Context: an optimization exercise on an open-source flow, tuned for small area, a short achievable clock period and few clock cycles per item. The choices shown serve that exercise and are no tape-out recipe.
The RTL was checked by simulation tests, not by an equivalence proof against the original design.
Power is estimated from default activity; no workload was simulated.

job 104:
Design multi_64_33_9_10_16_3, start of the top module:
module multi_64_33_9_10_16_3(clk, reset, s_data_in_x, s_valid_x, s_ready_x, m_data_out_y, m_valid_y, m_ready_y);
  input                       clk, reset, s_valid_x, m_ready_y;
  input signed [15:0]         s_data_in_x;
  output logic                s_ready_x, m_valid_y;
  output logic signed [15:0]  m_data_out_y;
  logic [5:0] cnt;               
  logic       acc_in;
  assign acc_in = s_valid_x & s_ready_x;
  logic signed [15:0] x_r;
  logic       v1;
  logic [2:0] i1;               
  always_ff @(posedge clk) begin
    x_r <= s_data_in_x;
    i1  <= {cnt >= 6'd49, cnt >= 6'd40, cnt[5]};
    if (reset) begin
      cnt <= 6'd0;
      v1  <= 1'b0;
    end else begin
      v1  <= acc_in;
      if (acc_in) cnt <= cnt + 6'd1;
    end
  end
  logic signed [15:0] l1_in1;    
  always_ff @(posedge clk) l1_in1 <= x_r;
  logic signed [15:0] l1_d3;
  logic signed [15:0] l1_d5;
  logic signed [15:0] l1_d9;
  logic signed [15:0] l1_d17;
  logic signed [15:0] l1_d65;
  always_ff @(posedge clk) begin
    l1_d3 <= (s_data_in_x <<< 1) + s_data_in_x;
    l1_d5 <= (s_data_in_x <<< 2) + s_data_in_x;
    l1_d9 <= (s_data_in_x <<< 3) + s_data_in_x;
    l1_d17 <= (s_data_in_x <<< 4) + s_data_in_x;
    l1_d65 <= (s_data_in_x <<< 6) + s_data_in_x;
  end
  logic signed [15:0] l1_m3, l1_f3;
  assign l1_m3 = l1_d3;
  logic signed [15:0] l1_m9, l1_f9;
  assign l1_m9 = l1_d9;
  logic signed [15:0] l1_m13, l1_f13;
  assign l1_m13 = x_r + (l1_d3 <<< 2);
  logic signed [15:0] l1_m17, l1_f17;
  assign l1_m17 = l1_d17;
  logic signed [15:0] l1_m27, l1_f27;
  assign l1_m27 = (x_r <<< 5) - l1_d5;
  logic signed [15:0] l1_m37, l1_f37;
  assign l1_m37 = (x_r <<< 5) + l1_d5;
  logic signed [15:0] l1_m43, l1_f43;
  assign l1_m43 = l1_d3 + (l1_d5 <<< 3);
  logic signed [15:0] l1_m45, l1_f45;
  assign l1_m45 = (l1_d3 <<< 4) - l1_d3;
  ...
For scale: about 12000 cells after synthesis, about 1600 flip-flops, ~38 I/O pins, roughly 110000 µm² of cells after synthesis.
==> flow/config.mk <==
export PLATFORM = sky130hd
export DESIGN_NAME = multi_64_33_9_10_16_3
export DESIGN_NICKNAME = multi_64_33_9_10_16_3
export VERILOG_FILES = /design/flow/design.v
export SDC_FILE = /design/flow/constraint.sdc
export NUM_CORES = 4
export LEC_CHECK = 0
export CAP_MARGIN = 20
export CORE_MARGIN = 2
export CORE_UTILIZATION = 40
export SLEW_MARGIN = 20
==> flow/constraint.sdc <==
create_clock -name core_clock -period 10.0 [get_ports {clk}]
set_input_delay 2.0000 -clock core_clock [delete_from_list [all_inputs] [get_ports {clk}]]
set_output_delay 2.0000 -clock core_clock [all_outputs]
set_load 0.01 [all_outputs]
standard.sh (not shown) runs the stock make flow with config.mk's settings and CLKGATE_MAP_FILE= SYNTH_SCRIPT=/design/flow/synth_recipe.tcl, a recipe that flattens the netlist after the stock synthesis.
==> flow/flow/run.sh <==
#!/bin/bash
set -euo pipefail
MARGIN=$(cat flow/margin.txt)
echo "running standard.sh with SETUP_SLACK_MARGIN=$MARGIN" > flow_run.log
bash standard.sh SETUP_SLACK_MARGIN=$MARGIN finish > standard_make.log 2>&1
echo "done" >> flow_run.log
==> flow/flow/margin.txt <==
6.3
Testbench counts of job 104, summed over its fixed seeds: cycles 5,176, frames 80.
Edits applied to the flow inputs when going from job 104 to job 105:
--- a/flow/design.v
+++ b/flow/design.v
@@ -14,35 +14,33 @@
     i1  <= {cnt >= 6'd49, cnt >= 6'd40, cnt[5]};
     if (reset) begin
       cnt <= 6'd0;
       v1  <= 1'b0;
     end else begin
       v1  <= acc_in;
       if (acc_in) cnt <= cnt + 6'd1;
     end
   end
   logic signed [15:0] l1_in1;    
   always_ff @(posedge clk) l1_in1 <= x_r;
   logic signed [15:0] l1_d3;
+  assign l1_d3 = (x_r <<< 1) + x_r;
   logic signed [15:0] l1_d5;
+  assign l1_d5 = (x_r <<< 2) + x_r;
   logic signed [15:0] l1_d9;
+  assign l1_d9 = (x_r <<< 3) + x_r;
   logic signed [15:0] l1_d17;
+  assign l1_d17 = (x_r <<< 4) + x_r;
   logic signed [15:0] l1_d65;
-  always_ff @(posedge clk) begin
-    l1_d3 <= (s_data_in_x <<< 1) + s_data_in_x;
-    l1_d5 <= (s_data_in_x <<< 2) + s_data_in_x;
-    l1_d9 <= (s_data_in_x <<< 3) + s_data_in_x;
-    l1_d17 <= (s_data_in_x <<< 4) + s_data_in_x;
-    l1_d65 <= (s_data_in_x <<< 6) + s_data_in_x;
-  end
+  assign l1_d65 = (x_r <<< 6) + x_r;
   logic signed [15:0] l1_m3, l1_f3;
   assign l1_m3 = l1_d3;
   logic signed [15:0] l1_m9, l1_f9;
   assign l1_m9 = l1_d9;
   logic signed [15:0] l1_m13, l1_f13;
   assign l1_m13 = x_r + (l1_d3 <<< 2);
   logic signed [15:0] l1_m17, l1_f17;
   assign l1_m17 = l1_d17;
   logic signed [15:0] l1_m27, l1_f27;
   assign l1_m27 = (x_r <<< 5) - l1_d5;
   logic signed [15:0] l1_m37, l1_f37;
   assign l1_m37 = (x_r <<< 5) + l1_d5;
Results
- Job 105 | status: complete | timing, DRC, antenna: pass
- Sum of met2 wire segment lengths after detailed routing in job 105 vs job 104: up about 9%
- Compared to job 104, job 105 leaves less free space in the core.
- From job 104 to job 105 the numbers moved as follows: power picked up an extra about 7%, critical path depth picked up an extra 1, shortest clock period the worst path allows after layout picked up an extra 0.32 ns, die area lost about 0.9%, worst setup slack lost 0.32 ns.
- Changes observed in job 105 relative to job 104: portion of the clock cycle consumed by the worst path in the final layout grew by 3.2 points; y dimension of the die shrank by about 0.45%.
- Compared with job 104, in job 105 post-CTS setup buffer count now sits higher; total wirelength of the detailed-routed design moved up; count of cells resized by post-cts repair moved up.
Testbench counts of job 105, summed over its fixed seeds: cycles 5,176, frames 80.

run a:
RTL: one of the versions met above, not the one the previous note started from.
Size in the first run: ~12000 cells after synthesis, about 1600 flip-flops, ~38 I/O pins, roughly 110000 um^2 of cells after synthesis.
==> flow/config.mk <==
export PLATFORM = sky130hd
export DESIGN_NAME = multi_64_33_9_10_16_3
export DESIGN_NICKNAME = multi_64_33_9_10_16_3
export VERILOG_FILES = /design/flow/design.v
export SDC_FILE = /design/flow/constraint.sdc
export NUM_CORES = 4
export LEC_CHECK = 0
export CAP_MARGIN = 20
export CORE_MARGIN = 2
export CORE_UTILIZATION = 40
export SLEW_MARGIN = 20
==> flow/constraint.sdc <==
create_clock -name core_clock -period 10.0 [get_ports {clk}]
set_input_delay 2.0000 -clock core_clock [delete_from_list [all_inputs] [get_ports {clk}]]
set_output_delay 2.0000 -clock core_clock [all_outputs]
set_load 0.01 [all_outputs]
==> flow/flow/margin.txt <==
6.0
Scripts as last shown in full above: flow/flow/run.sh
Testbench counts of run a, summed over its fixed seeds: cycles 5,176, frames 80.
## Diff of input files: run b against run a
--- a/flow/design.v
+++ b/flow/design.v
@@ -14,33 +14,35 @@
     i1  <= {cnt >= 6'd49, cnt >= 6'd40, cnt[5]};
     if (reset) begin
       cnt <= 6'd0;
       v1  <= 1'b0;
     end else begin
       v1  <= acc_in;
       if (acc_in) cnt <= cnt + 6'd1;
     end
   end
   logic signed [15:0] l1_in1;    
   always_ff @(posedge clk) l1_in1 <= x_r;
   logic signed [15:0] l1_d3;
-  assign l1_d3 = (x_r <<< 1) + x_r;
   logic signed [15:0] l1_d5;
-  assign l1_d5 = (x_r <<< 2) + x_r;
   logic signed [15:0] l1_d9;
-  assign l1_d9 = (x_r <<< 3) + x_r;
   logic signed [15:0] l1_d17;
-  assign l1_d17 = (x_r <<< 4) + x_r;
   logic signed [15:0] l1_d65;
-  assign l1_d65 = (x_r <<< 6) + x_r;
+  always_ff @(posedge clk) begin
+    l1_d3 <= (s_data_in_x <<< 1) + s_data_in_x;
+    l1_d5 <= (s_data_in_x <<< 2) + s_data_in_x;
+    l1_d9 <= (s_data_in_x <<< 3) + s_data_in_x;
+    l1_d17 <= (s_data_in_x <<< 4) + s_data_in_x;
+    l1_d65 <= (s_data_in_x <<< 6) + s_data_in_x;
+  end
   logic signed [15:0] l1_m3, l1_f3;
   assign l1_m3 = l1_d3;
   logic signed [15:0] l1_m9, l1_f9;
   assign l1_m9 = l1_d9;
   logic signed [15:0] l1_m13, l1_f13;
   assign l1_m13 = x_r + (l1_d3 <<< 2);
   logic signed [15:0] l1_m17, l1_f17;
   assign l1_m17 = l1_d17;
   logic signed [15:0] l1_m27, l1_f27;
   assign l1_m27 = (x_r <<< 5) - l1_d5;
   logic signed [15:0] l1_m37, l1_f37;
   assign l1_m37 = (x_r <<< 5) + l1_d5;
Results
Per the comparison of run b with run a, number of buffers outside the clock class in the layout went down; post-route minimum period now smaller; total power has decreased.
Per the comparison of run b with run a, switching component of the power moved down; per-cell routed wire length moved down; area overhead of the layout relative to synthesis moved down; compound-gate portion of the synthesized area level; met3 track utilization from global routing level.
The startpoint of the worst setup timing path comes out x_r[2]$_DFF_P_ in one run and c_r[0]$_SDFF_PP1_ in the other, namely in run a and run b respectively.
Setup slack in run b is larger than in run a.
Diff run a -> run b | fraction of power consumed by combinational cells | decrease of 4.3 points
Route | run b vs run a | wire shorter in run b
Testbench counts of run b, summed over its fixed seeds: cycles 5,176, frames 80.

static timing again, ports no longer ideal:
How much do the figures lean on ideal ports? The routed layouts below were timed once more, with nothing changed but the port constraints. Step 1 sets driving cells, clkbuf_16 on the clock port and buf_2 on the other inputs (assumed; they add their load-dependent delay and slew). Step 2 moves the port delays by t, midway between the first and last clock arrival at a register: inputs arrive t later, outputs are due t later. That takes back most of the time a late clock gives input paths. Three values: ideal, step 1, step 2; two values: the first two.
run | t (ns) | setup slack, ns | latest minus earliest clock arrival (ns)
job 104 | 0.961 | 6.110 / 6.110 / 5.547 | 0.082 / 0.082
job 105 | 0.966 | 5.793 / 5.793 / 5.535 | 0.041 / 0.041
run a | 0.964 | 5.804 / 5.804 / 5.242 | 0.055 / 0.056
run b | 0.945 | 6.021 / 6.021 / 5.288 | 0.087 / 0.087
After both steps setup and hold are still met in every run listed. The setup slack of run b, which loses most, moves by 0.000 ns with the drivers and by -0.733 ns with both steps.
